Context: an optimization exercise on an open-source flow, tuned for small area and a short achievable clock period. The choices shown serve that exercise and are no tape-out recipe. Where RTL was checked, it was by simulation tests only, not by an equivalence proof against the original.

Design montgomery_top, start of the top module:
module montgomery_top (
    input           clk     ,
    input           rst_n   ,
    input           en      ,
    input   [11:0]  a       ,
    input   [11:0]  b       ,
    output          busy    ,
    output          done    ,
    output  [11:0]  r
);
For scale: about 840 cells after synthesis, roughly 140 flip-flops, roughly 41 I/O pins, roughly 9500 µm² of cells after synthesis.
clock: 8.0 ns
lec_check: 0
abc_clock_period_in_ps: 3300
cap_margin: 20
core_margin: 2
core_utilization: 65
cts_cluster_size: 40
setup_slack_margin: 4.6
slew_margin: 20
synth_hierarchical: 1
run.sh (not shown) runs the stock make flow with config.mk's settings and CLKGATE_MAP_FILE= SYNTH_SCRIPT=/design/flow/synth_recipe.tcl, a recipe that flattens the netlist after the stock synthesis.
The baseline finished with timing, DRC and antenna clean.
Edit:
--- a/flow/config.mk
+++ b/flow/config.mk
@@ -8 +8 @@
-export ABC_CLOCK_PERIOD_IN_PS = 3300
+export ABC_CLOCK_PERIOD_IN_PS = 3500
@@ -11,0 +12 @@
+export CTS_BUF_LIST = sky130_fd_sc_hd__clkbuf_4
@@ -13 +14 @@
-export SETUP_SLACK_MARGIN = 4.6
+export SETUP_SLACK_MARGIN = 4.4
The changed run finished clean.
Synthesized area is unchanged.
Worst setup slack improves by 0.013 ns.
Maximum frequency came out higher by 0.37%.
Non-clock buffer count came out lower by 4.
Global-route usage shrinks by 0.57 points.
Critical path depth is unchanged.
Routed wire length decreases by 4.1%.
Die area does not change.
Hold slack gets better by 0.011 ns.
Edit:
--- a/flow/config.mk
+++ b/flow/config.mk
@@ -12 +11,0 @@
-export CTS_BUF_LIST = sky130_fd_sc_hd__clkbuf_4
After rerunning: Final cell count fell slightly. Wire length rose slightly. Area after synthesis is unchanged. Clock-buffer cell count rose by 1.
Edit:
--- a/flow/config.mk
+++ b/flow/config.mk
@@ -11,2 +11 @@
-export CORE_UTILIZATION = 65
-export CTS_CLUSTER_SIZE = 40
+export CORE_UTILIZATION = 40
After rerunning: The changed run ran to the end with no violations. Final area is higher by about 2.4%. Core utilization is lower by 27 points. Die area is higher by about 60%. Worst setup slack loses 0.010 ns. Wire length is lower by 0.81%.

---

## old
montgomery_top, a different RTL version from the one above (not shown whole).
For scale: about 1000 cells after synthesis.
make LEC_CHECK=0 CAP_MARGIN=20 CORE_MARGIN=2 CORE_UTILIZATION=40 SLEW_MARGIN=20 finish   # period 8.0 ns
Modified inputs, new compared to old
Settings: putting SETUP_SLACK_MARGIN at 4.4 where nothing was set; putting ABC_CLOCK_PERIOD_IN_PS at 3500 where nothing was set.
- Summary of new over old: setup slack went up; area of all placed cells without fillers went up; fraction of final layout cells sized beyond drive strength 1 went up; longest individual stage delay on the worst path went up.
- Compared to old, new has met3 track utilization from global routing 0.19 points higher.
- Looking only at shortest period the worst path allows, and setting everything else aside, the higher value of old and new goes to old.
- Last element of the critical path: u_mm.ry3[12]$_DFF_P_ -> new, busy -> old
- Diff old -> new: cell count increased about 1.1%; sequential share of layout area decreased 1.1 points; total number of vias rose by 2.7%; layout-stage area growth over the synthesis result rose by 4.8 points.
No run of this note included a check of the RTL's function; only the layout flow was run.

---

montgomery_top, a different RTL version from the one above (not shown whole).
For scale: ~130 flip-flops.
## montgomery_top
module montgomery_top (
    input           clk     ,
    input           rst_n   ,
    input           en      ,
    input   [11:0]  a       ,
    input   [11:0]  b       ,
    output          busy    ,
    output          done    ,
    output  [11:0]  r
);
reg [4:0] vld;
always @(posedge clk) begin
    if (!rst_n) vld <= 5'd0;
    else        vld <= {vld[3:0], en};
end
assign done = vld[4];
assign busy = en | done;
reg [11:0] a0, b0;
always @(posedge clk) begin
    a0 <= a;
    b0 <= b;
end
montgomery_multiply u_mm (.clk(clk), .a0(a0), .b0(b0), .r(r));
endmodule
clock: 8.0 ns
lec_check: 0
abc_clock_period_in_ps: 3500
cap_margin: 20
core_margin: 2
core_utilization: 65
cts_buf_list: sky130_fd_sc_hd__clkbuf_8
cts_cluster_size: 40
setup_slack_margin: 4.4
slew_margin: 20
synth_hierarchical: 1
standard.sh (not shown) runs the stock make flow with config.mk's settings and CLKGATE_MAP_FILE= SYNTH_SCRIPT=/design/flow/synth_recipe.tcl, a recipe that flattens the netlist after the stock synthesis.
==> flow/flow/run.sh <==
#!/bin/bash
# Standard layout, with the port buffers made from the smallest plain buffer, no
# dummy loads in the clock tree, and busy's OR rebuilt as nor2 + inv (busy.tcl).
set -euo pipefail
here=$(pwd)
bash standard.sh "BUFFER_PORTS_ARGS=-buffer_cell sky130_fd_sc_hd__buf_1" \
  "CTS_ARGS=-sink_clustering_enable -repair_clock_nets -dont_use_dummy_load -sink_clustering_size 40 -buf_list sky130_fd_sc_hd__clkbuf_8" \
  "PRE_GLOBAL_PLACE_TCL=$here/flow/busy.tcl" \
  finish > standard_flow.log 2>&1
==> flow/flow/busy.tcl <==
# Before global placement: rebuild busy = en | done as nor2 + inv, which is
# faster than an or2 on the input-to-output path. Same function.
set drv ""
foreach pin [get_pins -of_objects [get_nets busy]] {
  if {[get_property $pin direction] == "output"} { set drv $pin }
}
if {$drv != ""} {
  set inst [get_cells -of_objects $drv]
  set cell [get_property $inst ref_name]
  if {[string match "sky130_fd_sc_hd__or2_*" $cell]} {
    set name [get_property $inst name]
    set na [get_nets -of_objects [get_pins $name/A]]
    set nb [get_nets -of_objects [get_pins $name/B]]
    set ny [get_nets -of_objects [get_pins $name/X]]
    delete_instance $name
    set mid [make_net busy_nor_n]
    make_instance busy_nor sky130_fd_sc_hd__nor2_2
    make_instance busy_inv sky130_fd_sc_hd__inv_2
    connect_pin $na busy_nor/A
    connect_pin $nb busy_nor/B
    connect_pin $mid busy_nor/Y
    connect_pin $mid busy_inv/A
    connect_pin $ny busy_inv/Y
    foreach p {busy_nor/A busy_nor/B busy_nor/Y busy_inv/A busy_inv/Y} {
      if {[get_nets -quiet -of_objects [get_pins $p]] == ""} { error "busy.tcl: $p not connected" }
    }
    puts "busy.tcl: replaced $name ($cell) by nor2 + inv"
  }
}
Rerun with:
==> flow/flow/run.sh (replaced) <==
#!/bin/bash
# Standard layout, with the port buffers made from the smallest plain buffer and
# no dummy loads in the clock tree.
set -euo pipefail
bash standard.sh "BUFFER_PORTS_ARGS=-buffer_cell sky130_fd_sc_hd__buf_1" \
  "CTS_ARGS=-sink_clustering_enable -repair_clock_nets -dont_use_dummy_load -sink_clustering_size 40 -buf_list sky130_fd_sc_hd__clkbuf_8" \
  finish > standard_flow.log 2>&1
removed: flow/flow/busy.tcl
Wire length shrinks by 2.9%.
Fmax shrinks by 0.76%.
Design area grows by 0.42%.
Non-clock buffer count grows by 2.
Utilization is higher by 0.30 points.
Critical path depth is lower by 11.
Via count drops by 0.77%.
Cell count stays flat.
Flip-flop and latch count stays the same.
Rerun with:
==> flow/flow/run.sh (replaced) <==
#!/bin/bash
# Standard layout, with the port buffers made from the smallest plain buffer, no
# dummy loads in the clock tree, and busy's OR rebuilt as nor2 + inv (busy.tcl).
set -euo pipefail
here=$(pwd)
bash standard.sh "BUFFER_PORTS_ARGS=-buffer_cell sky130_fd_sc_hd__buf_1" \
  "CTS_ARGS=-sink_clustering_enable -repair_clock_nets -dont_use_dummy_load -sink_clustering_size 40 -buf_list sky130_fd_sc_hd__clkbuf_8" \
  "PRE_GLOBAL_PLACE_TCL=$here/flow/busy.tcl" \
  finish > standard_flow.log 2>&1
==> flow/flow/busy.tcl (new file) <==
# Before global placement: rebuild busy = en | done as nor2 + inv, which is
# faster than an or2 on the input-to-output path. Same function.
set drv ""
foreach pin [get_pins -of_objects [get_nets busy]] {
  if {[get_property $pin direction] == "output"} { set drv $pin }
}
if {$drv != ""} {
  set inst [get_cells -of_objects $drv]
  set cell [get_property $inst ref_name]
  if {[string match "sky130_fd_sc_hd__or2_*" $cell]} {
    set name [get_property $inst name]
    set na [get_nets -of_objects [get_pins $name/A]]
    set nb [get_nets -of_objects [get_pins $name/B]]
    set ny [get_nets -of_objects [get_pins $name/X]]
    delete_instance $name
    set mid [make_net busy_nor_n]
    make_instance busy_nor sky130_fd_sc_hd__nor2_2
    make_instance busy_inv sky130_fd_sc_hd__inv_2
    connect_pin $na busy_nor/A
    connect_pin $nb busy_nor/B
    connect_pin $mid busy_nor/Y
    connect_pin $mid busy_inv/A
    connect_pin $ny busy_inv/Y
    foreach p {busy_nor/A busy_nor/B busy_nor/Y busy_inv/A busy_inv/Y} {
      if {[get_nets -quiet -of_objects [get_pins $p]] == ""} { error "busy.tcl: $p not connected" }
    }
    puts "busy.tcl: replaced $name ($cell) by nor2 + inv"
  }
}
Settings changed: SETUP_SLACK_MARGIN 4.4 to 4.7.
Routed wire length rises by 6.7%; die area is unchanged; final area rises by 4.4%; final cell count rises by 2.4%; fmax rises by 2.1%; worst setup slack improves by 0.074 ns; critical path depth rises by 1; via count rises by 3.3%.
Rerun with:
Settings changed: SETUP_SLACK_MARGIN 4.7 to 4.5.
Result:
- cell area fell by 3.0%
- routed wire length fell by 6.6%
- worst setup slack loses 0.012 ns
- non-clock buffer count fell by 15
- synthesized area is unchanged

[re-timing with driven ports]
The flow's constraints put no driver on any port. The routed layouts listed below were extracted and timed again, unchanged, in two steps.
Step 1 sets driving cells, clkbuf_16 on the clock port and buf_2 on the other inputs (assumed; they add their load-dependent delay and slew).
Step 2 times the ports against the registers' clock, not the clock port: input delays grow and output delays shrink by t, the midpoint of the rising clock arrivals with the driver on.
Slacks: no drivers / after step 1 / after step 2; pairs: no drivers / after step 1.
| run | t, ns | setup slack, ns | pins driven straight from the clock port |
|---|---|---|---|
| the first run of note 1 | 0.457 | 4.375 / 4.344 / 4.344 | 1 |
| the second run of note 1 | 0.580 | 4.389 / 4.358 / 4.358 | 1 |
| the third run of note 1 | 0.455 | 4.395 / 4.375 / 4.375 | 1 |
| the fourth run of note 1 | 0.463 | 4.385 / 4.364 / 4.364 | 1 |
| old | 0.460 | 3.639 / 3.615 / 3.615 | 1 |
| new | 0.474 | 4.257 / 4.257 / 4.257 | 1 |
| the first run of note 3 | 0.457 | 4.437 / 4.437 / 4.437 | 1 |
| the second run of note 3 | 0.463 | 4.409 / 4.385 / 4.385 | 1 |
| the third run of note 3 | 0.460 | 4.483 / 4.440 / 4.440 | 1 |
| the fourth run of note 3 | 0.456 | 4.471 / 4.436 / 4.436 | 1 |
After both steps every run listed still meets setup and hold. For the third run of note 3, which loses most, drivers alone change the setup slack by -0.043 ns; drivers and shift together by -0.043 ns.
